What follows belongs to an exercise in optimizing a design on an open flow for small area, a short achievable clock period and few clock cycles per item; a production flow would make more cautious choices. Only simulation tests tie the RTL to the original design; equivalence was not proved. Power figures rest on the tool's default switching activity, not on a simulated workload.

--- flow/design.v ---
module sha1_round (
  input  [31:0] au,
  input  [31:0] av,
  input  [31:0] b,
  input  [31:0] c,
  input  [31:0] d,
  input  [31:0] zs,
  input  [31:0] zc,
  input         f_ch,      
  input         f_maj,     
  output [31:0] au_n,
  output [31:0] av_n,
  output [4:0]  a_top      
);
  wire [27:0] lo  = {1'b0, au[26:0]} + {1'b0, av[26:0]};
  wire        cl  = lo[27];
  wire [4:0]  th0 = au[31:27] + av[31:27];
  wire [4:0]  th1 = au[31:27] + av[31:27] + 5'd1;
  assign a_top = cl ? th1 : th0;
  wire [31:0] f = f_ch  ? ((b & c) | (~b & d)) :
                  f_maj ? ((b & c) | (b & d) | (c & d)) : (b ^ c ^ d);
  wire [31:0] v = {av[26:0], 5'b0};
  wire [31:0] s1 = zs ^ zc ^ v;
  wire [31:0] c1 = {(zs[30:0] & zc[30:0]) | (zs[30:0] & v[30:0]) | (zc[30:0] & v[30:0]), 1'b0};
  wire [31:0] s2 = s1 ^ c1 ^ f;
  wire [31:0] c2 = {(s1[30:0] & c1[30:0]) | (s1[30:0] & f[30:0]) | (c1[30:0] & f[30:0]), 1'b0};
  wire [31:0] u  = {au[26:0], 5'b0};
  wire [31:0] s3 = s2 ^ c2 ^ u;
  wire [31:0] c3 = {(s2[30:0] & c2[30:0]) | (s2[30:0] & u[30:0]) | (c2[30:0] & u[30:0]), 1'b0};
  wire [4:0]  x0 = s2[4:0] ^ c2[4:0] ^ th0;
  wire [4:0]  x1 = s2[4:0] ^ c2[4:0] ^ th1;
  wire [4:0]  y0 = (s2[4:0] & c2[4:0]) | (s2[4:0] & th0) | (c2[4:0] & th0);
  wire [4:0]  y1 = (s2[4:0] & c2[4:0]) | (s2[4:0] & th1) | (c2[4:0] & th1);
  assign au_n = {s3[31:5], cl ? x1 : x0};
  assign av_n = {c3[31:6], cl ? y1 : y0, 1'b0};
endmodule
module top (
  input          clk,
  input          rstn,
  input          start,
  input          use_prev_cv,
  input  [511:0] data_i,
  input  [159:0] cv,
  output         busy,
  output         out_valid,
  output [159:0] cv_next
);
  reg         busy_r, valid_r;
  reg [6:0]   cnt;              
  reg         ph_ch, ph_maj;    
  reg [1:0]   phn;              
  reg         en4, en3, en2, en1, last;
  reg         fx_plain;         
  reg [511:0] win;              
  reg [31:0]  au, av, b, c, d;  
  reg [31:0]  zs, zc;           
  reg [31:0]  ha;               
  reg [31:0]  fx;               
  reg [15:1]  tok;              
  reg         use_gen;          
  reg [159:0] res;              
  wire idle = ~busy_r & ~valid_r;
  assign busy = busy_r;
  assign out_valid = valid_r;
  assign cv_next = res;
  wire [159:0] hv = use_prev_cv ? res : cv;
  function [31:0] kconst(input [1:0] p);
    case (p)
      2'd0: kconst = 32'h5A827999;
      2'd1: kconst = 32'h6ED9EBA1;
      2'd2: kconst = 32'h8F1BBCDC;
      default: kconst = 32'hCA62C1D6;
    endcase
  endfunction
  wire [31:0] au_n, av_n;
  wire [4:0]  a_top;
  sha1_round u_rnd (.au(au), .av(av), .b(b), .c(c), .d(d), .zs(zs), .zc(zc),
                    .f_ch(ph_ch), .f_maj(ph_maj), .au_n(au_n), .av_n(av_n),
                    .a_top(a_top));
  wire [26:0] a_low = au[26:0] + av[26:0];
  wire [31:0] a_full = {a_top, a_low};
  wire [31:0] wx = win[32*13 +: 32] ^ win[32*8 +: 32] ^ win[32*2 +: 32] ^
                   win[31:0];
  reg  [31:0] wd;
  integer n;
  always @* begin
    wd = 32'd0;
    for (n = 1; n < 16; n = n + 1)
      wd = wd | (data_i[511-32*n -: 32] & {32{tok[n]}});
  end
  wire [31:0] wn = wd | ({wx[30:0], wx[31]} & {32{use_gen}});
  wire [31:0] kn = kconst(phn);
  wire [31:0] w1 = win[511:480];
  wire [31:0] zs_n = d ^ w1 ^ kn;
  wire [31:0] zc_n = {(d[30:0] & w1[30:0]) | (d[30:0] & kn[30:0]) | (w1[30:0] & kn[30:0]), 1'b0};
  wire [31:0] e0 = hv[31:0];
  wire [31:0] w0 = data_i[511:480];
  wire [31:0] k0 = kconst(2'd0);
  wire [31:0] zs_0 = e0 ^ w0 ^ k0;
  wire [31:0] zc_0 = {(e0[30:0] & w0[30:0]) | (e0[30:0] & k0[30:0]) | (w0[30:0] & k0[30:0]), 1'b0};
  wire [31:0] fy = fx + ha;
  wire [6:0] cnt_n = idle ? 7'd0 : cnt + 7'd1;
  reg  [31:0] ha_n;
  always @* begin
    case (cnt)
      7'd76: ha_n = hv[31:0];
      7'd77: ha_n = hv[63:32];
      7'd78: ha_n = hv[95:64];
      7'd79: ha_n = hv[127:96];
      default: ha_n = hv[159:128];
    endcase
  end
  wire busy_n  = (idle & start) | (busy_r & ~last);
  wire valid_n = (busy_r & last) | (valid_r & start);
  wire idle_n  = ~busy_n & ~valid_n;
  always @(posedge clk or negedge rstn)
    if (!rstn) begin
      busy_r  <= 1'b0;
      valid_r <= 1'b0;
      tok     <= 15'd1;
      use_gen <= 1'b0;
    end else begin
      busy_r  <= busy_n;
      valid_r <= valid_n;
      tok     <= idle_n ? 15'd1 : {tok[14:1], 1'b0};
      use_gen <= ~idle_n & (use_gen | tok[15]);
    end
  always @(posedge clk) begin
    cnt    <= cnt_n;
    ph_ch  <= cnt_n < 7'd20;
    ph_maj <= cnt_n >= 7'd40 && cnt_n < 7'd60;
    phn    <= cnt_n < 7'd19 ? 2'd0 : cnt_n < 7'd39 ? 2'd1 : cnt_n < 7'd59 ? 2'd2 : 2'd3;
    en4    <= cnt_n == 7'd77;
    en3    <= cnt_n == 7'd78;
    en2    <= cnt_n == 7'd79;
    en1    <= cnt_n == 7'd80;
    last   <= cnt_n == 7'd81;
    fx_plain <= cnt_n == 7'd79 || cnt_n == 7'd80;
    fx     <= fx_plain ? a_full : {a_full[1:0], a_full[31:2]};
    ha     <= ha_n;
    if (idle) begin
      win <= {wn, data_i[511:480], win[479:32]};
      au  <= hv[159:128];
      av  <= 32'd0;
      b   <= hv[127:96];
      c   <= hv[95:64];
      d   <= hv[63:32];
      zs  <= zs_0;
      zc  <= zc_0;
    end else begin
      win <= {wn, win[511:32]};
      au  <= au_n;
      av  <= av_n;
      b   <= a_full;
      c   <= {b[1:0], b[31:2]};
      d   <= c;
      zs  <= zs_n;
      zc  <= zc_n;
    end
    if (busy_r) begin
      if (en4)  res[31:0]    <= fy;
      if (en3)  res[63:32]   <= fy;
      if (en2)  res[95:64]   <= fy;
      if (en1)  res[127:96]  <= fy;
      if (last) res[159:128] <= fy;
    end
  end
endmodule
--- flow/standard.sh ---
#!/bin/bash
# synth_recipe.tcl (not shown) runs the flow's synth.tcl, then flattens the netlist and writes it again
# the make line also repeats each setting of config.mk as NAME=value (left out here)
make -C /OpenROAD-flow-scripts/flow DESIGN_CONFIG=/design/flow/config.mk WORK_HOME=/design/flow/orfs CLKGATE_MAP_FILE= SYNTH_SCRIPT=/design/flow/synth_recipe.tcl "${@:-finish}"
--- flow/flow/run.sh ---
#!/bin/bash
# The standard ORFS layout (standard.sh, unchanged synthesis), with one
# change: the I/O port buffers that placement inserts are buf_1 cells
# (buffer_ports -buffer_cell) rather than the default choice; repair_design
# still resizes them where a port drives a large load.
# Full make/tool output goes to standard.log; ORFS also keeps per-step logs
# under orfs/logs/.
set -uo pipefail
export BUFFER_PORTS_ARGS="-buffer_cell sky130_fd_sc_hd__buf_1"
bash standard.sh finish > standard.log 2>&1
status=$?
tail -n 20 standard.log
exit $status
--- flow/constraint.sdc ---
create_clock -name core_clock -period 6.0 [get_ports {clk}]
set_input_delay 1.2000 -clock core_clock [delete_from_list [all_inputs] [get_ports {clk}]]
set_output_delay 1.2000 -clock core_clock [all_outputs]
set_load 0.01 [all_outputs]
--- flow/config.mk ---
export PLATFORM = sky130hd
export DESIGN_NAME = top
export DESIGN_NICKNAME = top
export VERILOG_FILES = /design/flow/design.v
export SDC_FILE = /design/flow/constraint.sdc
export NUM_CORES = 4
export LEC_CHECK = 0
export CAP_MARGIN = 20
export CORE_MARGIN = 2
export CORE_UTILIZATION = 40
export CTS_CLUSTER_DIAMETER = 80
export CTS_CLUSTER_SIZE = 24
export PLACE_DENSITY = 0.75
export SETUP_SLACK_MARGIN = 3
export SLEW_MARGIN = 20
==> run summary, run 1 <==
outcome=complete, no violations; Final Critical Period=2990 ps; Synth area leaders=dfxtp_1 41%, edfxtp_1 12%, fa_1 7.1%, mux2i_1 5.5%, ha_1 4.1%; H-tree levels=2; Clock Path Buffers=3; hold buffer count at CTS=0; Slew @ Worst Pin=1140 ps; Nets=5173; maxcap violations=0; Post-synth EDFFs=160; pwr/cell area=629 nW/um2; Syn Inst Count=3445; Die Wd=318 um; final setup TNS=0 ps; asr flop ratio synth=1.81%; final setup fails=0; Max FO, Critical Path=38; area growth from synthesis to layout=17.6%; VDD IR max=0.335 mV; total global-route track usage=30.3%; Yosys reg bits=993; 1st-iter DRT viols=3364; Final Hold Viols=0; die height=318 um; crit share post-route=49.9%; Starting Density=40.2%; vias in the first global route=30.0k; Vias=31.0k; DR vias/cell=5.56; DIE AREA=101000 um2; Detailed Routing Iterations Pass 1=7; worst reg2reg startpoint=cnt[4]$_DFF_P_; Worst EP required=6590 ps; Leakage=19.2 nW; first-pass GRT wire length=219 mm; synthesized area=39400 um2; I/O Pins=838; Final Slew Violations=0; area leader, netlist=dfxtp_1; Max Clock Skew=50.8 ps; Util after Layout=47.3%; Syn Nets=4388; type of origin of the critical path=flop; RSZ-0062 raised after global routing=no; clk slew on worst S/H paths=100 ps; top_reg_cell synth=dfxtp_1; post-synth top area share=41.4%; latest clock arrival within the worst-skew pair=690 ps; max_slew headroom=24.3%; TritonCTS clock tree=built; residual DRC count=0; CP Capture Type=flop; synth unique cells=76; Root Driver=clkbuf_16; initial antenna violation count=40; largest net degree at the start of global routing=208; dpl ws=2270 ps; GRT overflow=0; maximum operating frequency=334 MHz; Port Buffer Count=837; Syn Area/Cell=11.4 um2; Num CTS Buffers=52; worst min-delay path class=flop to flop; layout cell share with drive strength beyond 1=7.51%; final setup margin=3010 ps; Core Area=98000 um2; synth warn=1; Crit Path Category=flop to flop; Hold Startpoint=win[396]$_DFF_P_; Final GP Congestion=0.986; final WL=159 mm; row cnt=115; ANT nets after route=0; clk sinks=993; hpwl dp=125 mm; crit path from=cnt[4]$_DFF_P_; sequential area share after synthesis=54.7%; drt wl/cell=28.5 um; crit path DAT=3580 ps
[cells in the final DEF, fill, tap and decap left out, drive strengths merged, types with 18 or more instances in the layout]
| master | count |
|---|---|
| nand3 | 52 |
| diode | 18 |
| o22ai | 50 |
| a22oi | 180 |
| buf | 902 |
| dfxtp | 815 |
| inv | 203 |
| xor2 | 55 |
| nor3 | 44 |
| nor2 | 111 |
| a222oi | 32 |
| mux2i | 217 |
| nand4 | 31 |
| nor2b | 26 |
| ha | 128 |
| edfxtp | 160 |
| nand2 | 276 |
| clkbuf | 69 |
| a211o | 32 |
| mux2 | 34 |
| fa | 139 |
| and2 | 36 |
| xnor2 | 115 |
| a21o | 39 |
| a21oi | 128 |
| a31o | 18 |
| o21ai | 202 |
[final cells by class]
class / instances / area (um2)
multi-input combinational: 2085 / 17000
timing repair buffer: 903 / 3700
clock inverter: 19 / 229
clock buffer: 68 / 1400
tap: 1287 / 1610
fill: 9091 / 51600
inverter: 195 / 732
antenna: 18 / 45.0
sequential: 993 / 21600
[power breakdown]
group / switching [mW] / internal (mW) / total (mW)
Combinational: 7.58 / 5.81 / 13.4
Clock: 2.29 / 1.77 / 4.06
Sequential: 1.62 / 10.1 / 11.7
Total: 11.5 / 17.7 / 29.2
[worst paths after layout]
kind	to	slack [ps]	depth (start not counted)
worst max-delay path	ha[16]$_DFF_P_	3010	9
max in group asynchronous	tok[8]$_DFF_PN0_	4980	2
worst max register to register	ha[16]$_DFF_P_	3010	9
min in group asynchronous	valid_r$_DFF_PN0_	450	1
worst min-delay path	win[364]$_DFF_P_	300	0
worst min register to register	win[364]$_DFF_P_	300	0
[Yosys cell counts, types with 6 or more instances]
cell / n
a31oi_1: 8
a211o_1: 32
a211oi_1: 14
nand4_1: 31
nor2b_1: 26
dfxtp_1: 815
and2_1: 36
o21bai_1: 8
o21a_1: 12
dfrtp_1: 17
a21o_1: 38
a221oi_1: 7
nand2_1: 275
o22ai_1: 50
o21ai_0: 198
a22oi_1: 180
buf_1: 19
xor2_1: 55
nand3_1: 52
a31o_2: 18
and3_1: 10
nand2b_1: 7
mux2_2: 33
mux2i_1: 217
clkbuf_1: 151
edfxtp_1: 160
a21boi_0: 6
a22o_1: 6
a222oi_1: 32
ha_1: 128
a21oi_1: 127
o31ai_1: 8
fa_1: 139
nor3_1: 44
nor2_1: 110
inv_1: 195
xnor2_1: 115
[cell families (layout without fill, tap and decap cells)]
kind of cell	count (synthesis)	count (layout)	share of synthesized area (%)
muxes	251	251	6.49
and+or+nand+nor	613	615	7.04
buffers and inverters	369	1185	3.52
adders and majority gates	268	268	11.1
DFF	993	993	54.7
other	0	18	0
xor gates and xnor gates	172	172	3.89
AOI/OAI and AO/OA	779	779	13.2
[through the flow]
step	power, mW	hold slack [ps]	area [um2]	cells
3_5_place_dp	24.1	312	43900	5434
4_1_cts	28.7	313	45900	5529
5_1_grt	31.2	323	46400	5565
6_report	29.2	299	46400	5568
3_3_place_gp	23.6	310	43900	5433
2_1_floorplan	19.7	310	39400	3445
[sequential cells by signal, indices dropped and copies added (netlist names), 32 cells and up]
name  cells
c        32
ha       32
zs       32
b        32
fx       32
win     512
d        32
au       32
res     160
[worst max-delay path, cell delays in order (launching register included)]
cell,delay (ps)
dfxtp_1,390
nor2_1,80
and4_1,200
buf_4,270
nand2_1,130
buf_4,460
and4_4,530
buf_4,450
nor3_1,110
a21oi_1,170
[per-layer routing]
layer	vias up	global-route usage (%)	wire length [um]
li1	13700	-	-
met3	406	5.03	12400
met1	15100	37.9	61700
met4	12	17.3	9750
met2	1806	49.7	75000
met5	-	0	85
[what timing repair did]
action	in CTS	in global routing
gates cloned	0	2
gates resized for setup	50	77
pin swaps	10	28
buffers inserted	8	19
endpoints found under the setup margin	149	142
Testbench counts, summed over its fixed seeds: cycles 40,320, blocks 480.
==> inputs of run 2 (changes only) <==
--- a/flow/config.mk
+++ b/flow/config.mk
@@ -11,5 +11,5 @@
 export CTS_CLUSTER_DIAMETER = 80
 export CTS_CLUSTER_SIZE = 24
-export PLACE_DENSITY = 0.75
+export PLACE_DENSITY = 0.85
 export SETUP_SLACK_MARGIN = 3
 export SLEW_MARGIN = 20
==> run 2 against run 1 <==
  * First-iteration DRC count is 13% higher
  * Cell count hardly changed
  * Clock power is 1% higher
  * Sequential power hardly changed
  * Maximum frequency is 1.6% higher
  * Critical path type unchanged
  * Critical endpoint is now fx[19]$_DFF_P_
  * Highest routed layer unchanged
==> run summary, run 2 <==
Vias=31.4k; Leakage=19.2 nW; synthesized area=39400 um2; pwr/cell area=642 nW/um2; final setup fails=0; vias in the first global route=30.5k; RSZ-0062 raised after global routing=yes; latest clock arrival within the worst-skew pair=680 ps; Nets=5174; Final Critical Period=2940 ps; Crit path largest cell delay=440 ps; asr flop ratio synth=1.81%; maxcap violations=0; synth unique cells=76; Die Wd=318 um; Yosys reg bits=993; Slew @ Worst Pin=1160 ps; top cells by count, synth=815 x dfxtp_1, 275 x nand2_1, 217 x mux2i_1, 198 x o21ai_0, 195 x inv_1; Crit Path Category=flop to flop; biggest regs=win: 512 flops, res: 160 flops; maximum operating frequency=340 MHz; Biggest register=win; crit share post-route=49.1%; post-synthesis adder-cell area fraction=11.1%; DIE AREA=101000 um2; FF-to-FF End=fx[19]$_DFF_P_; Syn Inst Count=3445; VDD IR max=0.335 mV; largest net degree at the start of global routing=154; residual DRC count=0; Core Area=98000 um2; final WL=160 mm; Final GP Congestion=0.982; met2 usage=50.3%; synth warn=1; clk sinks=993; mux share of post-synthesis cell area=6.49%; Final Slew Violations=0; initial antenna violation count=38; worst hold path cell count=0; 1st-iter DRT viols=3794; total power=29.8 mW; crit path DAT=3550 ps; Final Hold Viols=0; Synth Area in Compound Gates=13.2%; Util after Layout=47.4%; worst min-delay path class=flop to flop; Fill cells=8867; Detailed Routing Iterations Pass 1=9; post-synth top area share=41.4%; Max FO, Critical Path=3; most frequent cells in the layout=835 x buf_1, 791 x dfxtp_1, 275 x nand2_1, 216 x mux2i_1, 193 x inv_1; row cnt=115; die height=318 um; CP Capture Type=flop; type of origin of the critical path=flop; TritonCTS clock tree=built; final hold slack=320 ps; Clock Path Buffers=3; Post-synth EDFFs=160; Worst Hold End=win[367]$_DFF_P_; count leader, synth=dfxtp_1; Num CTS Buffers=53; GRT overflow=0; DR vias/cell=5.65; first-pass GRT wire length=220 mm; max reg flops=512; crit-path most repeated cell=a21oi_1; Root Driver=clkbuf_16; area leader, netlist=dfxtp_1; layout cell share with drive strength beyond 1=7.60%; Starting Density=40.2%; max_slew headroom=22.8%; Port Buffer Count=837; drt wl/cell=28.8 um; clk slew on worst S/H paths=100 ps; Worst Reg-to-Reg Cells=12; total global-route track usage=30.4%; ANT nets after route=0; final setup TNS=0 ps; sequential area share after synthesis=54.7%; I/O Pins=838; Synth Area in Simple Gates=7.04%; area growth from synthesis to layout=17.8%; met1 track demand over resource=37.4%; area of the multi-input gates=17000 um2; Worst EP required=6610 ps; hold buffer count at CTS=0; FF-to-FF setup slack=3060 ps; outcome=complete, no violations; Synth area leaders=dfxtp_1 41%, edfxtp_1 12%, fa_1 7.1%, mux2i_1 5.5%, ha_1 4.1%; Reg area=21600 um2; largest family of logic cells by synthesized area=compound AO/OA/AOI/OAI gates; top_reg_cell synth=dfxtp_1; crit-path cells=inv_1 > fa_2 > nor2b_2 > o31ai_4 > a211oi_2 > buf_4 > a2111oi_4 > a21oi_1 > a31oi_1 > xnor2_2 > nor2_1 > a21oi_1; Synth Area in XOR/XNOR=3.89%; Syn Nets=4388; Worst path slowest cell=dfxtp_1; hpwl dp=127 mm; Max Clock Skew=55.4 ps; GRT met3 Usage=5.83%; Hold Startpoint=win[399]$_DFF_P_; H-tree levels=2; worst reg2reg startpoint=au[2]$_DFF_P_; most used routing layer=met2; commonest non-fill, non-tap cell in the layout=buf_1; Syn Area/Cell=11.4 um2
-- run 2: cell counts after synthesis --
Identical to the previous run, type by type.
-- run 2: worst max path at each step --
stage	start	endpoint	slack (ps)
2_1_floorplan	ha[6]$_DFF_P_	res[127]$_DFFE_PP_	3030
5_1_grt	au[2]$_DFF_P_	fx[19]$_DFF_P_	2950
6_report	au[2]$_DFF_P_	fx[19]$_DFF_P_	3060
4_1_cts	ha[8]$_DFF_P_	res[89]$_DFFE_PP_	3000
3_5_place_dp	fx[0]$_DFF_P_	res[158]$_DFFE_PP_	2230
3_3_place_gp	au[1]$_DFF_P_	au[0]$_DFF_P_	2380
-- run 2: repair_timing --
| action | in CTS | in global routing |
|---|---|---|
| pin swaps | 11 | 24 |
| resized for setup | 52 | 85 |
| setup buffers | 10 | 18 |
| endpoints found under the setup margin | 148 | 96 |
-- run 2: critical path, delay by kind of cell, from the launching register on --
kind	cells	cell delay [ps]
AO/OA/AOI/OAI	6	1100
XOR/XNOR	1	390
adder cells (fa/ha/maj)	1	410
buffers and inverters	2	270
flip-flops	1	440
AND/OR/NAND/NOR	2	290
-- run 2: final cells by class --
cell class                      instances  share of cell area, %
Sequential cell                       993                   46.6
Inverter                              195                   1.58
Tap cell                             1287                   3.47
Clock inverter                         18                  0.488
Clock buffer                           71                   3.11
Multi-Input combinational cell       2083                   36.6
Antenna cell                           13                 0.0701
Timing Repair Buffer                  905                   8.08
-- run 2: logic make-up (layout without fill, tap and decap cells) --
| family | after synthesis | in the layout |
|---|---|---|
| compound gates | 779 | 779 |
| xor+xnor | 172 | 172 |
| fa+ha+maj | 268 | 268 |
| buf+inv | 369 | 1189 |
| flops | 993 | 993 |
| mux | 251 | 251 |
| other cells | 0 | 13 |
| simple gates | 613 | 613 |
-- run 2: through the flow --
stage	setup slack [ps]	instances	instance area, um2
after detailed placement	2230	5435	43900
after CTS	3000	5534	45900
final	3060	5565	46400
after global routing	2950	5564	46400
after global placement	2380	5435	43900
after floorplan	3030	3445	39400
-- run 2: layer usage --
| layer | vias up | routed length, um |
|---|---|---|
| met1 | 15100 | 60400 |
| met4 | 8 | 10300 |
| met3 | 492 | 14700 |
| met5 | - | 48 |
| li1 | 13700 | - |
| met2 | 2164 | 74500 |
-- run 2: where the power goes --
part           total [mW]  internal, mW  leakage [nW]  switching (mW)
combinational        14.0          5.98          9.91            8.01
clock                4.10          1.80         0.809            2.30
sequential           11.7          10.1          8.51            1.64
==> inputs of run 3 (changes only) <==
--- a/flow/config.mk
+++ b/flow/config.mk
@@ -11,5 +11,4 @@
 export CTS_CLUSTER_DIAMETER = 80
 export CTS_CLUSTER_SIZE = 24
-export PLACE_DENSITY = 0.85
 export SETUP_SLACK_MARGIN = 3
 export SLEW_MARGIN = 20
==> run 3 against run 2 <==
  * Setup slack got worse by 29 ps
  * Clock power barely moved
  * Non-clock buffer count fell by 13
  * Cell count fell by 0.29%
  * Critical path depth rose by 2
  * Largest cell class unchanged
  * Critical endpoint is now au[1]$_DFF_P_
  * Highest routed layer unchanged
==> run summary, run 3 <==
Final Hold Viols=0; area growth from synthesis to layout=17.2%; drt wl/cell=27.8 um; Synth area leaders=dfxtp_1 41%, edfxtp_1 12%, fa_1 7.1%, mux2i_1 5.5%, ha_1 4.1%; TritonCTS clock tree=built; crit path DAT=3480 ps; I/O Pins=838; outcome=complete, no violations; RSZ-0062 raised after global routing=yes; Yosys reg bits=993; H-tree levels=2; VDD IR max=0.316 mV; layout cell share with drive strength beyond 1=7.13%; Util after Layout=47.2%; post-synth top area share=41.4%; commonest non-fill, non-tap cell in the layout=buf_1; Max FO, Critical Path=4; synth warn=1; GRT overflow=0; Core Area=98000 um2; die height=318 um; Root Driver=clkbuf_16; max_slew headroom=25.7%; final hold slack=325 ps; max reg flops=512; Crit Path Category=flop to flop; DR vias/cell=5.38; residual DRC count=0; clk slew on worst S/H paths=100 ps; crit share post-route=49.5%; Num CTS Buffers=53; hold buffer count at CTS=0; hpwl dp=123 mm; Final GP Congestion=0.942; Starting Density=40.2%; asr flop ratio synth=1.81%; type of origin of the critical path=flop; Vias=29.9k; top_reg_cell synth=dfxtp_1; Slew @ Worst Pin=1110 ps; Die Wd=318 um; Clock Path Buffers=3; clk sinks=993; Leakage=19.2 nW; ANT nets after route=0; Placed Cells=5430; latest clock arrival within the worst-skew pair=670 ps; FF-to-FF setup slack=3030 ps; non-filler cells, final=5549; Syn Nets=4388; Port Buffer Count=837; Nets=5161; CP Capture Type=flop; dpl ws=2110 ps; Worst EP required=6510 ps; FF-to-FF End=au[1]$_DFF_P_; biggest regs=win: 512 flops, res: 160 flops; worst setup path end=au[1]$_DFF_P_; final setup fails=0; maximum operating frequency=336 MHz; worst min-delay path class=flop to flop; first-pass GRT wire length=214 mm; Fill cells=9275; row cnt=115; count leader, synth=dfxtp_1; DIE AREA=101000 um2; largest net degree at the start of global routing=131; final WL=154 mm; total global-route track usage=29.5%; top cells by count, synth=815 x dfxtp_1, 275 x nand2_1, 217 x mux2i_1, 198 x o21ai_0, 195 x inv_1; Post-synth EDFFs=160; worst reg2reg startpoint=au[1]$_DFF_P_; Detailed Routing Iterations Pass 1=7; Biggest register=win; most frequent cells in the layout=835 x buf_1, 794 x dfxtp_1, 274 x nand2_1, 216 x mux2i_1, 194 x inv_1; area leader, netlist=dfxtp_1; synthesized area=39400 um2; final setup TNS=0 ps; Max Clock Skew=40.7 ps; Worst Reg-to-Reg Cells=14; 1st-iter DRT viols=2838; Final Slew Violations=0; vias in the first global route=29.2k; initial antenna violation count=23; synth unique cells=76; Final Critical Period=2970 ps; Syn Area/Cell=11.4 um2; sequential area share after synthesis=54.7%; pwr/cell area=630 nW/um2; Syn Inst Count=3445; maxcap violations=0; final setup margin=3030 ps; crit path from=au[1]$_DFF_P_
==> run 3: cell counts after synthesis <==
Identical to the previous run, type by type.
==> run 3: what timing repair did <==
item                       in CTS  in global routing
pin swaps                      11                 19
setup endpoints to repair     158                102
resized for setup              47                 61
buffers inserted               10                 10
==> run 3: logic make-up after synthesis <==
logic type                 after synthesis  synth area share, %
adders and majority gates              268                 11.1
buffers and inverters                  369                 3.52
xor gates and xnor gates               172                 3.89
muxes                                  251                 6.49
and+or+nand+nor                        613                 7.04
DFF                                    993                 54.7
AOI/OAI and AO/OA                      779                 13.2
==> run 3: final cells by class <==
| class | instances | area, um2 | share of cell area, % |
|---|---|---|---|
| well taps | 1287 | 1610 | 3.48 |
| flip-flops and latches | 993 | 21600 | 46.8 |
| inverters | 195 | 732 | 1.58 |
| repair buffers | 892 | 3660 | 7.92 |
| diodes | 13 | 32.5 | 0.0704 |
| multi-input cells | 2083 | 16900 | 36.6 |
| clock buffers | 64 | 1420 | 3.07 |
| clock inverters | 22 | 230 | 0.498 |
==> run 3: power breakdown <==
part	total, mW	switching (mW)	internal, mW
Clock	4.07	2.32	1.75
Combinational	13.4	7.58	5.82
Sequential	11.7	1.58	10.1
Total	29.1	11.5	17.6
==> run 3: metal layers <==
metal,vias to the layer above,global-route usage (%),part of all wire (%)
li1,13600,-,-
met1,14600,39.2,42
met2,1435,48.2,47
met5,-,0,0.018
met4,4,11.2,4.0
met3,251,4.94,6.9
==> run 3: metrics by stage <==
stage          power, mW  cell area [um2]
4_1_cts             28.7            45800
3_5_place_dp        24.2            43900
6_report            29.1            46200
5_1_grt             31.3            46200
2_1_floorplan       19.7            39400
3_3_place_gp        24.0            43900
==> run 3: worst max-delay path, stage by stage (launching register included) <==
cell and delay (ps):
dfxtp_2 340, ha_2 190, inv_2 60, fa_2 230, nor2b_4 60, o31ai_4 240
a211oi_2 100, buf_4 170, a211oi_2 240, nand4_1 190, a31oi_4 250, buf_12 160
mux2i_4 310, xor2_1 180, mux2i_1 100
==> run 3: worst min path at each step <==
stage | cells past startpoint | from | endpoint
2_1_floorplan | 0 | win[32]$_DFF_P_ | win[0]$_DFF_P_
3_3_place_gp | 0 | win[359]$_DFF_P_ | win[327]$_DFF_P_
3_5_place_dp | 0 | win[186]$_DFF_P_ | win[154]$_DFF_P_
4_1_cts | 0 | win[303]$_DFF_P_ | win[271]$_DFF_P_
5_1_grt | 0 | win[311]$_DFF_P_ | win[279]$_DFF_P_
6_report | 0 | win[474]$_DFF_P_ | win[442]$_DFF_P_
==> inputs of run 4 (changes only) <==
--- a/flow/config.mk
+++ b/flow/config.mk
@@ -8,5 +8,5 @@
 export CAP_MARGIN = 20
 export CORE_MARGIN = 2
-export CORE_UTILIZATION = 40
+export CORE_UTILIZATION = 47
 export CTS_CLUSTER_DIAMETER = 80
 export CTS_CLUSTER_SIZE = 24
==> run 4 against run 3 <==
  * Sequential share of layout area increased by 0.056 points
  * Design area decreased by 0.19%
  * Die area decreased by 15%
  * Count of clock-buffer cells in the layout increased by 2
  * Clock skew decreased by 11 ps
  * Setup slack got worse by 23 ps
  * Area after synthesis unchanged
==> run summary, run 4 <==
Crit path largest cell delay=480 ps; non-filler cells, final=5367; synth unique cells=76; Final Slew Violations=0; total power=29.3 mW; most frequent cells in the layout=836 x buf_1, 799 x dfxtp_1, 274 x nand2_1, 216 x mux2i_1, 193 x inv_1; post-synth top area share=41.4%; GRT overflow=0; Syn Area/Cell=11.4 um2; Fill cells=7572; Detailed Routing Iterations Pass 1=8; hold buffer count at CTS=0; Worst Reg-to-Reg Cells=11; asr flop ratio synth=1.81%; type of origin of the critical path=flop; Root Driver=clkbuf_16; max_slew headroom=27.6%; worst min-delay path class=flop to flop; Max FO, Critical Path=4; crit path DAT=3510 ps; switch share=39.8%; Biggest register=win; DR vias/cell=5.69; Clock Path Buffers=3; area leader, netlist=dfxtp_1; Syn Nets=4388; final setup fails=0; latest clock arrival within the worst-skew pair=640 ps; Final Hold Viols=0; Crit Path Category=flop to flop; row cnt=106; H-tree levels=2; pwr/cell area=636 nW/um2; top_reg_cell synth=dfxtp_1; Max Clock Skew=29.8 ps; initial antenna violation count=56; clk slew on worst S/H paths=100 ps; Nets=5172; layout cell share with drive strength beyond 1=7.38%; Final Cell Area=46100 um2; Vias=30.6k; final hold slack=312 ps; Core Area=83400 um2; 1st-iter DRT viols=3066; TritonCTS clock tree=built; max reg flops=512; DIE AREA=86200 um2; commonest non-fill, non-tap cell in the layout=buf_1; top cells by count, synth=815 x dfxtp_1, 275 x nand2_1, 217 x mux2i_1, 198 x o21ai_0, 195 x inv_1; Area after DPL=43700 um2; synthesized area=39400 um2; residual DRC count=0; maximum operating frequency=334 MHz; largest net degree at the start of global routing=157; VDD IR max=0.332 mV; Placed Cells=5227; Final GP Congestion=0.991; crit-path cells=ha_4 > a21oi_4 > o21ai_2 > a311o_1 > buf_6 > a2111oi_4 > a211oi_2 > o41a_1 > nand2_4 > xor2_1 > mux2i_1; die height=294 um; first-pass GRT wire length=214 mm; Post-synth EDFFs=160; ANT nets after route=0; CP Capture Type=flop; Clock power frac=13.3%; Port Buffer Count=837; final setup TNS=0 ps; cell internal pwr=17.7 mW; drt wl/cell=29.4 um; biggest regs=win: 512 flops, res: 160 flops; total global-route track usage=35.3%; Leakage=19.2 nW; RSZ-0062 raised after global routing=yes; final WL=158 mm; Slew @ Worst Pin=1090 ps; Worst path slowest cell=a2111oi_4; Yosys reg bits=993; Die Wd=294 um; Num CTS Buffers=51; Final Critical Period=3000 ps; hpwl dp=126 mm; Worst EP required=6520 ps; area growth from synthesis to layout=17.0%; sequential area share after synthesis=54.7%; P_sw=11.7 mW; outcome=complete, no violations; I/O Pins=838; count leader, synth=dfxtp_1; clk sinks=993; vias in the first global route=28.7k; Starting Density=47.3%; Synth area leaders=dfxtp_1 41%, edfxtp_1 12%, fa_1 7.1%, mux2i_1 5.5%, ha_1 4.1%; Syn Inst Count=3445; Reg power frac=39.7%; Logic pwr share=47.0%; crit share post-route=49.9%; maxcap violations=0; worst hold path cell count=0; synth warn=1
## run 4: cell counts after synthesis
Identical to the previous run, type by type.
## run 4: logic make-up (layout without fill, tap and decap cells)
family                   after synthesis  count (layout)  synth area share [%]
flip-flops                           993             993                  54.7
AO/OA/AOI/OAI                        779             779                  13.2
AND/OR/NAND/NOR                      613             614                  7.04
buffers and inverters                369            1179                  3.52
adder cells (fa/ha/maj)              268             268                  11.1
multiplexers                         251             251                  6.49
XOR/XNOR                             172             172                  3.89
other                                  0              31                     0
## run 4: routing by layer
metal,part of all wire (%),up-vias,GRT usage [%],routed length (um)
met4,4.3,6,15.9,6790
li1,-,13700,-,-
met5,0.022,-,0,34
met3,7.3,260,4.46,11500
met1,41,15100,47.7,65500
met2,47,1582,56.8,74200
## run 4: final timing paths
kind,startpoint,endpoint,slack (ps)
worst max-delay path,av[10]$_SDFF_PP0_,au[4]$_DFF_P_,3000
worst min-delay path,win[45]$_DFF_P_,win[13]$_DFF_P_,310
worst max register to register,av[10]$_SDFF_PP0_,au[4]$_DFF_P_,3000
worst min register to register,win[45]$_DFF_P_,win[13]$_DFF_P_,310
max in group asynchronous,rstn,tok[1]$_DFF_PN1_,5210
min in group asynchronous,rstn,valid_r$_DFF_PN0_,510
## run 4: layout make-up
cell class	instances	area (um2)	share of cell area, %
clock buffers	66	1360	2.95
well taps	1080	1350	2.93
multi-input cells	2084	17100	37.0
repair buffers	904	3740	8.10
inverters	195	732	1.59
flip-flops and latches	993	21600	46.9
clock inverters	14	161	0.350
diodes	31	77.6	0.168
## run 4: what timing repair did
action                                  4_1_cts  5_1_grt
setup buffers                                 6       22
endpoints found under the setup margin      152      135
gates resized for setup                      42       94
pin swaps                                     8       34
cloned                                        0        1
## run 4: worst max-delay path, delay by kind of cell, from the launching register on
family                     cells  cell delay (ps)
AOI/OAI and AO/OA              6             1710
xor gates and xnor gates       1              160
adders and majority gates      1              260
buffers and inverters          1              140
DFF                            1              350
muxes                          1               90
and+or+nand+nor                1              140
## run 4: power groups by stage
stage / sequential, mW / clock (mW) / combinational (mW)
finish: 11.6 / 3.91 / 13.8
floorplan: 11.1 / 0 / 8.55
global route: 11.9 / 4.17 / 15.3
CTS: 11.6 / 3.94 / 13.0
global placement: 11.7 / 0 / 12.5
detailed placement: 11.7 / 0 / 12.5
## run 4: metrics by stage
step / setup WS (ps) / util (%)
2_1_floorplan: 3030 / -
3_3_place_gp: 2400 / 52.3
3_5_place_dp: 2280 / 52.3
4_1_cts: 2970 / 54.4
5_1_grt: 2940 / 55.3
6_report: 3000 / 55.3
==> inputs of run 5 (changes only) <==
--- a/flow/config.mk
+++ b/flow/config.mk
@@ -8,7 +8,7 @@
 export CAP_MARGIN = 20
 export CORE_MARGIN = 2
-export CORE_UTILIZATION = 47
+export CORE_UTILIZATION = 35
 export CTS_CLUSTER_DIAMETER = 80
 export CTS_CLUSTER_SIZE = 24
-export SETUP_SLACK_MARGIN = 3
+export SETUP_SLACK_MARGIN = 3.1
 export SLEW_MARGIN = 20
==> run 5 against run 4 <==
  * Area after synthesis stayed put
  * Critical endpoint unchanged
  * Sequential power is essentially flat
  * Flip-flop and latch count unchanged
  * Still clean
  * Design area increased by 2.1%
  * Power is 1.6% higher
  * Synthesized cell count did not move
  * Maximum frequency rose by 3.4%
  * Register-to-register slack improved by 97 ps
  * Clock power rose by 12%
  * Global-route usage is 8.0 points lower
  * Clock skew up 15 ps
==> run summary, run 5 <==
I/O Pins=838; total global-route track usage=27.3%; worst reg2reg startpoint=au[1]$_DFF_P_; Vias=30.4k; row cnt=123; met2 usage=46.5%; vias in the first global route=30.1k; count leader, synth=dfxtp_1; Die Wd=340 um; maxcap violations=0; crit-path cells=ha_4 > inv_2 > fa_2 > nor2b_4 > o31ai_4 > a211oi_2 > buf_4 > buf_4 > a2111oi_4 > a211oi_2 > o41a_1 > nand2_4 > xor2_1 > mux2i_1; GRT met3 Usage=4.15%; hpwl dp=129 mm; Nets=5190; maximum operating frequency=345 MHz; Worst EP required=6570 ps; synth warn=1; Worst path slowest cell=o41a_1; Starting Density=35.2%; TritonCTS clock tree=built; FF-to-FF End=au[4]$_DFF_P_; most frequent cells in the layout=836 x buf_1, 784 x dfxtp_1, 275 x nand2_1, 216 x mux2i_1, 193 x inv_1; layout cell share with drive strength beyond 1=8.59%; Root Driver=clkbuf_16; Crit Path Category=flop to flop; commonest non-fill, non-tap cell in the layout=buf_1; ANT nets after route=0; clk slew on worst S/H paths=100 ps; Max FO, Critical Path=4; area growth from synthesis to layout=19.5%; outcome=complete, no violations; biggest regs=win: 512 flops, res: 160 flops; synth unique cells=76; Crit path largest cell delay=380 ps; max reg flops=512; max_slew headroom=21.7%; Leakage=19.4 nW; Biggest register=win; clk sinks=993; Final Slew Violations=0; Clock Path Buffers=3; type of origin of the critical path=flop; die height=340 um; Crit path max-delay family=compound AO/OA/AOI/OAI gates; final WL=164 mm; Syn Inst Count=3445; final setup margin=3100 ps; 1st-iter DRT viols=2786; synthesized area=39400 um2; final setup TNS=0 ps; top cells by count, synth=815 x dfxtp_1, 275 x nand2_1, 217 x mux2i_1, 198 x o21ai_0, 195 x inv_1; worst setup path end=au[4]$_DFF_P_; Buf/Inv on CP=3; final setup fails=0; FF-to-FF setup slack=3100 ps; post-synth top area share=41.4%; Final GP Congestion=0.955; area leader, netlist=dfxtp_1; initial antenna violation count=25; Max Clock Skew=45.2 ps; H-tree levels=2; Core Area=112000 um2; latest clock arrival within the worst-skew pair=700 ps; top_reg_cell synth=dfxtp_1; worst min-delay path class=flop to flop; Worst Reg-to-Reg Cells=14; Num CTS Buffers=55; crit share post-route=48.3%; CP Capture Type=flop; Slew @ Worst Pin=1170 ps; Port Buffer Count=837; sequential area share after synthesis=54.7%; Final Critical Period=2900 ps; GRT overflow=0; Syn Nets=4388; Post-synth EDFFs=160; RSZ-0062 raised after global routing=yes; residual DRC count=0; Synth area leaders=dfxtp_1 41%, edfxtp_1 12%, fa_1 7.1%, mux2i_1 5.5%, ha_1 4.1%; Yosys reg bits=993; Detailed Routing Iterations Pass 1=9; dpl ws=2260 ps; largest net degree at the start of global routing=145; asr flop ratio synth=1.81%; most used routing layer=met2; Final Hold Viols=0; DIE AREA=115000 um2; first-pass GRT wire length=223 mm; pwr/cell area=633 nW/um2; VDD IR max=0.358 mV; crit path from=au[1]$_DFF_P_; drt wl/cell=28.2 um; Syn Area/Cell=11.4 um2; critical path depth=14; crit path DAT=3470 ps; DR vias/cell=5.26; met1 track demand over resource=34.7%
==> run 5: worst reg2reg max path, stage by stage, from the launching register on <==
cell and delay, ps:
dfxtp_4 370, ha_4 160, inv_2 50, fa_2 240
nor2b_4 60, o31ai_4 240, a211oi_2 100, buf_4 170
buf_4 140, a2111oi_4 300, a211oi_2 150, o41a_1 380
nand2_4 160, xor2_1 170, mux2i_1 90
==> run 5: worst min-delay path by stage <==
stage	startpoint	end	slack, ps	cells after the start
CTS	win[118]$_DFF_P_	win[86]$_DFF_P_	320	0
detailed placement	win[237]$_DFF_P_	win[205]$_DFF_P_	310	0
global placement	win[40]$_DFF_P_	win[8]$_DFF_P_	310	0
floorplan	win[32]$_DFF_P_	win[0]$_DFF_P_	310	0
finish	win[306]$_DFF_P_	win[274]$_DFF_P_	310	0
global route	win[207]$_DFF_P_	win[175]$_DFF_P_	320	0
==> run 5: cell families (layout without fill, tap and decap cells) <==
| group | count (synthesis) | after routing | synth area share [%] |
|---|---|---|---|
| compound gates | 779 | 779 | 13.2 |
| flops | 993 | 993 | 54.7 |
| xor+xnor | 172 | 172 | 3.89 |
| other cells | 0 | 8 | 0 |
| simple gates | 613 | 615 | 7.04 |
| buf+inv | 369 | 1205 | 3.52 |
| fa+ha+maj | 268 | 268 | 11.1 |
| mux | 251 | 251 | 6.49 |
==> run 5: per-stage QoR <==
step / utilization [%] / power (mW) / area, um2 / hold slack, ps / std cells
after detailed placement: 39.4 / 24.4 / 44200 / 312 / 5654
after floorplan: - / 19.7 / 39400 / 310 / 3445
after global placement: 39.4 / 24.1 / 44200 / 310 / 5653
after CTS: 41.5 / 29.3 / 46500 / 322 / 5770
final: 42.0 / 29.8 / 47100 / 315 / 5791
after global routing: 42.0 / 31.8 / 47100 / 320 / 5788
==> run 5: power by group <==
part	switching, mW	internal [mW]
Sequential	1.61	10.1
Combinational	7.83	5.92
Clock	2.41	1.96
Total	11.8	18.0
==> run 5: final cells by class <==
type | count | area (um2)
Fill cell | 10900 | 65100
Sequential cell | 993 | 21600
Multi-Input combinational cell | 2085 | 17200
Timing Repair Buffer | 917 | 3850
Tap cell | 1500 | 1880
Clock buffer | 70 | 1480
Inverter | 195 | 732
Clock inverter | 23 | 335
Antenna cell | 8 | 20.0
==> run 5: what timing repair did <==
item	in CTS	in global routing
hold buffers	0	0
endpoints found under the setup margin	187	139
resized for setup	60	100
pin swaps	16	37
buffers inserted	21	13
gates cloned	2	0
==> run 5: layer usage <==
metal | wire length, um | share of wire, %
met5 | 13 | 0.0080
met4 | 7470 | 4.6
met3 | 10600 | 6.5
met2 | 78500 | 48
met1 | 67000 | 41
==> inputs of run 6 (changes only) <==
--- a/flow/config.mk
+++ b/flow/config.mk
@@ -11,4 +11,4 @@
 export CTS_CLUSTER_DIAMETER = 80
 export CTS_CLUSTER_SIZE = 24
-export SETUP_SLACK_MARGIN = 3.1
+export SETUP_SLACK_MARGIN = 3
 export SLEW_MARGIN = 20
==> run 6 against run 5 <==
  * Still clean
  * Hold slack better by 4.3 ps
  * Routed wire length decreased by 1.3%
  * Combinational power is essentially flat
  * Flip-flop and latch count stayed put
  * Critical path depth fell by 3
  * Design area is 0.74% lower
  * Sequential power about the same
  * Area after synthesis did not move
  * Non-clock buffer count fell by 16
  * Critical path type unchanged
  * Highest routed layer unchanged
==> run summary, run 6 <==
DR vias/cell=5.25; Fill cells=10.8k; asr flop ratio synth=1.81%; Crit path largest cell delay=400 ps; Placed Cells=5653; Worst Reg-to-Reg Cells=11; H-tree levels=2; top cells by count, synth=815 x dfxtp_1, 275 x nand2_1, 217 x mux2i_1, 198 x o21ai_0, 195 x inv_1; GRT overflow=0; cell internal pwr=17.8 mW; Worst path slowest cell=a311oi_2; Nets=5173; 1st-iter DRT viols=2693; drt wl/cell=27.9 um; non-filler cells, final=5783; biggest regs=win: 512 flops, res: 160 flops; max reg flops=512; Syn Area/Cell=11.4 um2; type of origin of the critical path=flop; Root Driver=clkbuf_16; clk slew on worst S/H paths=90 ps; hpwl dp=127 mm; crit-path most repeated cell=a21oi_2; Syn Nets=4388; Post-synth EDFFs=160; row cnt=123; RSZ-0062 raised after global routing=yes; maxcap violations=0; area of the multi-input gates=17000 um2; crit path DAT=3340 ps; Reg area=21600 um2; Starting Density=35.2%; Reg power frac=39.5%; Syn Inst Count=3445; Die Wd=340 um; Final Slew Violations=0; Core Area=112000 um2; crit share post-route=48.7%; Clock Path Buffers=3; hold buffer count at CTS=0; Area after DPL=44200 um2; Slew @ Worst Pin=1060 ps; residual DRC count=0; DIE AREA=115000 um2; Num CTS Buffers=56; worst hold path cell count=0; commonest non-fill, non-tap cell in the layout=buf_1; area leader, netlist=dfxtp_1; latest clock arrival within the worst-skew pair=690 ps; worst min-delay path class=flop to flop; Final Cell Area=46800 um2; TritonCTS clock tree=built; Final Hold Viols=0; switch share=39.7%; Detailed Routing Iterations Pass 1=8; outcome=complete, no violations; clk sinks=993; Port Buffer Count=837; maximum operating frequency=342 MHz; synth warn=1; Vias=30.4k; CP Capture Type=flop; pwr/cell area=633 nW/um2; first-pass GRT wire length=221 mm; VDD IR max=0.384 mV; crit-path cells=ha_1 > a21o_1 > a21oi_2 > nor2_1 > nor3_2 > a21oi_2 > buf_4 > o41ai_4 > o21ai_2 > a311oi_2 > xnor2_2; Final GP Congestion=0.975; sequential area share after synthesis=54.7%; Yosys reg bits=993; area growth from synthesis to layout=18.6%; Max FO, Critical Path=5; Synth area leaders=dfxtp_1 41%, edfxtp_1 12%, fa_1 7.1%, mux2i_1 5.5%, ha_1 4.1%; Logic pwr share=45.8%; initial antenna violation count=35; vias in the first global route=29.8k; Crit Path Category=flop to flop; P_sw=11.8 mW; final WL=161 mm; Biggest register=win; Util after Layout=41.7%; final setup fails=0; post-synth top area share=41.4%; top_reg_cell synth=dfxtp_1; largest net degree at the start of global routing=180; most frequent cells in the layout=836 x buf_1, 793 x dfxtp_1, 275 x nand2_1, 216 x mux2i_1; synth unique cells=76; Max Clock Skew=45.5 ps; final hold slack=319 ps; count leader, synth=dfxtp_1; max_slew headroom=29.3%; Worst EP required=6420 ps; dpl ws=2220 ps; total power=29.6 mW; ANT nets after route=0; synthesized area=39400 um2; Final Critical Period=2920 ps; final setup margin=3080 ps; die height=340 um; Clock power frac=14.7%; layout cell share with drive strength beyond 1=7.61%; I/O Pins=838; final setup TNS=0 ps; total global-route track usage=26.9%; Leakage=19.3 nW
-- run 6: cell counts after synthesis --
No cell type changed its count.
-- run 6: final timing paths --
kind	from	to	slack, ps
worst max-delay path	ha[9]$_DFF_P_	res[30]$_DFFE_PP_	3080
worst min-delay path	win[303]$_DFF_P_	win[271]$_DFF_P_	320
worst max register to register	ha[9]$_DFF_P_	res[30]$_DFFE_PP_	3080
worst min register to register	win[303]$_DFF_P_	win[271]$_DFF_P_	320
max in group asynchronous	rstn	use_gen$_DFF_PN0_	5220
min in group asynchronous	rstn	valid_r$_DFF_PN0_	490
-- run 6: cells by family after synthesis --
kind of cell,synth area share (%)
XOR/XNOR,3.89
buffers and inverters,3.52
AO/OA/AOI/OAI,13.2
adder cells (fa/ha/maj),11.1
AND/OR/NAND/NOR,7.04
flip-flops,54.7
multiplexers,6.49
-- run 6: repair_timing --
item                       CTS  global route
setup endpoints to repair  141           120
pin swaps                    9            29
setup buffers               10             9
resized for setup           45            74
-- run 6: final cells by class --
| type | instances | share of cell area (%) |
|---|---|---|
| flip-flops and latches | 993 | 46.3 |
| multi-input cells | 2083 | 36.3 |
| repair buffers | 901 | 7.89 |
| well taps | 1500 | 4.01 |
| clock buffers | 71 | 3.30 |
| inverters | 195 | 1.57 |
| clock inverters | 25 | 0.613 |
| diodes | 15 | 0.0803 |
-- run 6: critical path, delay by kind of cell, from the launching register on --
family                   cells  cell delay [ps]
flip-flops                   1              320
buffers and inverters        1              170
AO/OA/AOI/OAI                6             1380
AND/OR/NAND/NOR              2              250
adder cells (fa/ha/maj)      1              360
XOR/XNOR                     1              170
-- run 6: power groups by stage --
stage               logic, mW  clock network (mW)  registers (mW)
CTS                      13.1                4.44            11.7
floorplan                8.55                   0            11.1
finish                   13.6                4.35            11.7
detailed placement       12.5                   0            11.8
global placement         12.3                   0            11.7
global route             15.1                4.67            11.9
-- run 6: routing by layer --
| layer | share of wire (%) | GRT usage (%) | up-vias |
|---|---|---|---|
| met4 | 3.8 | 8.90 | 6 |
| met5 | 0.027 | 0 | - |
| li1 | - | - | 13700 |
| met1 | 41 | 34.6 | 14900 |
| met3 | 7.3 | 4.87 | 278 |
| met2 | 48 | 45.7 | 1503 |
==> inputs of run 7 (changes only) <==
--- a/flow/config.mk
+++ b/flow/config.mk
@@ -9,6 +9,6 @@
 export CORE_MARGIN = 2
 export CORE_UTILIZATION = 35
-export CTS_CLUSTER_DIAMETER = 80
-export CTS_CLUSTER_SIZE = 24
+export CTS_CLUSTER_DIAMETER = 90
+export CTS_CLUSTER_SIZE = 27
 export SETUP_SLACK_MARGIN = 3
 export SLEW_MARGIN = 20
==> run 7 against run 6 <==
  * Still clean
  * Utilization fell by 0.15 points
  * Count of clock-buffer cells in the layout fell by 10
  * Clock skew rose by 8.3 ps
  * Critical path depth fell by 3
  * Routed wire length fell by 0.11%
  * Non-clock buffer count rose by 13
  * Clock power fell by 9.2%
  * Critical path type unchanged
  * Largest power group unchanged
==> run summary, run 7 <==
Final Critical Period=3030 ps; Reg power frac=39.9%; Clock Path Buffers=3; maximum operating frequency=330 MHz; switch share=39.9%; asr flop ratio synth=1.81%; Worst EP required=6370 ps; Logic pwr share=46.5%; H-tree levels=2; row cnt=123; Detailed Routing Iterations Pass 1=6; first-pass GRT wire length=221 mm; TritonCTS clock tree=built; Biggest register=win; Final Slew Violations=0; final setup TNS=0 ps; hold buffer count at CTS=0; max reg flops=512; total global-route track usage=27.0%; area growth from synthesis to layout=18.1%; I/O Pins=838; Port Buffer Count=837; outcome=complete, no violations; clk slew on worst S/H paths=110 ps; post-synth top area share=41.4%; CP Capture Type=flop; Syn Inst Count=3445; Core Area=112000 um2; Synth area leaders=dfxtp_1 41%, edfxtp_1 12%, fa_1 7.1%, mux2i_1 5.5%, ha_1 4.1%; type of origin of the critical path=flop; Crit Path Category=flop to flop; Leakage=19.2 nW; maxcap violations=0; crit path DAT=3400 ps; synth warn=1; Die Wd=340 um; commonest non-fill, non-tap cell in the layout=buf_1; Vias=30.3k; synthesized area=39400 um2; top_reg_cell synth=dfxtp_1; final setup fails=0; top cells by count, synth=815 x dfxtp_1, 275 x nand2_1, 217 x mux2i_1, 198 x o21ai_0, 195 x inv_1; count leader, synth=dfxtp_1; most frequent cells in the layout=836 x buf_1, 793 x dfxtp_1, 275 x nand2_1, 216 x mux2i_1; layout cell share with drive strength beyond 1=7.46%; Syn Nets=4388; RSZ-0062 raised after global routing=yes; drt wl/cell=27.9 um; Clock power frac=13.5%; Synth Area in Simple Gates=7.04%; worst min-delay path class=flop to flop; vias in the first global route=29.8k; post-synthesis adder-cell area fraction=11.1%; Max Clock Skew=53.9 ps; Util after Layout=41.5%; Synth Area in Compound Gates=13.2%; Starting Density=35.2%; hpwl dp=127 mm; residual DRC count=0; Synth Area in XOR/XNOR=3.89%; Final Hold Viols=0; biggest regs=win: 512 flops, res: 160 flops; VDD IR max=0.379 mV; Placed Cells=5653; DIE AREA=115000 um2; initial antenna violation count=37; Yosys reg bits=993; Post-synth EDFFs=160; mux share of post-synthesis cell area=6.49%; Slew @ Worst Pin=1030 ps; max_slew headroom=31.5%; crit share post-route=50.5%; clk sinks=993; latest clock arrival within the worst-skew pair=690 ps; pwr/cell area=627 nW/um2; GRT overflow=0; Max FO, Critical Path=5; cell internal pwr=17.6 mW; Syn Area/Cell=11.4 um2; Nets=5178; synth unique cells=76; non-filler cells, final=5784; area leader, netlist=dfxtp_1; DR vias/cell=5.23; sequential area share after synthesis=54.7%; largest net degree at the start of global routing=180; 1st-iter DRT viols=2820; Final GP Congestion=0.975; final WL=161 mm; Root Driver=clkbuf_16; ANT nets after route=0; Num CTS Buffers=48; largest family of logic cells by synthesized area=compound AO/OA/AOI/OAI gates; P_sw=11.7 mW; die height=340 um
[run 7: cell counts after synthesis]
No cell type changed its count.
[run 7: worst paths after layout]
| kind | cells after the start | to | from | slack (ps) |
|---|---|---|---|---|
| setup / recovery | 8 | res[19]$_DFFE_PP_ | ha[4]$_DFF_P_ | 2970 |
| hold / removal | 0 | win[445]$_DFF_P_ | win[477]$_DFF_P_ | 320 |
| setup reg to reg | 8 | res[19]$_DFFE_PP_ | ha[4]$_DFF_P_ | 2970 |
| hold reg to reg | 0 | win[445]$_DFF_P_ | win[477]$_DFF_P_ | 320 |
| max in group asynchronous | 2 | tok[1]$_DFF_PN1_ | rstn | 5220 |
| min in group asynchronous | 2 | busy_r$_DFF_PN0_ | rstn | 470 |
[run 7: kinds of logic (layout without fill, tap and decap cells)]
group / count (synthesis) / in the layout
DFF: 993 / 993
AOI/OAI and AO/OA: 779 / 779
and+or+nand+nor: 613 / 613
buffers and inverters: 369 / 1189
adders and majority gates: 268 / 268
muxes: 251 / 251
xor gates and xnor gates: 172 / 172
other: 0 / 19
[run 7: final cells by class]
type | instances | area [um2]
multi-input combinational | 2083 | 17000
clock buffer | 61 | 1290
timing repair buffer | 914 | 3770
fill | 10800 | 65600
antenna | 19 | 47.5
tap | 1500 | 1880
inverter | 195 | 732
clock inverter | 19 | 250
sequential | 993 | 21600
[run 7: power groups by stage]
| stage | registers [mW] | logic, mW | clock network [mW] |
|---|---|---|---|
| CTS | 11.7 | 13.1 | 4.05 |
| floorplan | 11.1 | 8.55 | 0 |
| global placement | 11.7 | 12.3 | 0 |
| detailed placement | 11.8 | 12.5 | 0 |
| global route | 11.9 | 15.2 | 4.26 |
| finish | 11.7 | 13.6 | 3.95 |
[run 7: timing repair]
action / in CTS / in global routing
buffers inserted: 14 / 18
setup endpoints to repair: 144 / 129
gates cloned: 0 / 0
gates resized for setup: 45 / 77
pin swaps: 13 / 27
[run 7: routing by layer]
metal  vias to the layer above  wire, um  share of wire (%)  track usage, %
met5                         -        44              0.027               0
met4                         8      7230                4.5            10.1
met3                       271     11600                7.2            4.78
met2                      1476     76000                 47            45.3
met1                     14900     66200                 41            34.7
li1                      13600         -                  -               -
[run 7: critical path: stages (launching register included)]
cell      delay, ps
dfxtp_1         330
ha_1            340
o21a_1          200
o21ai_0         190
nand2b_1        170
a41oi_4         310
a21boi_4        140
o221ai_4        300
a21boi_0        730
[run 7: metrics by stage]
step / setup WS (ps) / hold WS (ps) / cell area, um2 / total power, mW
detailed placement: 2220 / 312 / 44200 / 24.3
global placement: 2310 / 310 / 44200 / 24.0
finish: 2970 / 323 / 46600 / 29.2
CTS: 3000 / 324 / 46100 / 28.8
global route: 2880 / 326 / 46600 / 31.4
floorplan: 3030 / 310 / 39400 / 19.7

## afterwards: timing with drivers on the ports
The results above use ideal ports. As a check the final layouts listed here were re-extracted and re-timed, cells and wires unchanged.
Step 1: set_driving_cell puts a clkbuf_16 on clk and a buf_2 on each other input, an assumption about the parent block.
Step 2 also shifts input and output timing later by t, the mid clock arrival at the registers, as if the neighbouring blocks saw the same clock.
Three values: ideal ports, drivers, drivers and shift; two values: the first two.
run	t (ns)	slack for setup (ns)	worst data-port slew with drivers (ns)
run 1	0.741	3.009 / 3.009 / 2.401	0.29
run 2	0.728	3.057 / 3.057 / 2.421	0.33
run 3	0.716	3.028 / 3.028 / 2.456	0.21
run 4	0.702	3.004 / 3.004 / 2.446	0.27
run 5	0.756	3.102 / 3.102 / 2.417	0.25
run 6	0.750	3.075 / 3.075 / 2.559	0.25
run 7	0.740	2.969 / 2.969 / 2.520	0.23
After both steps setup and hold are still met in every run listed. For run 5, which loses most, drivers alone change the setup slack by 0.000 ns; drivers and shift together by -0.685 ns.
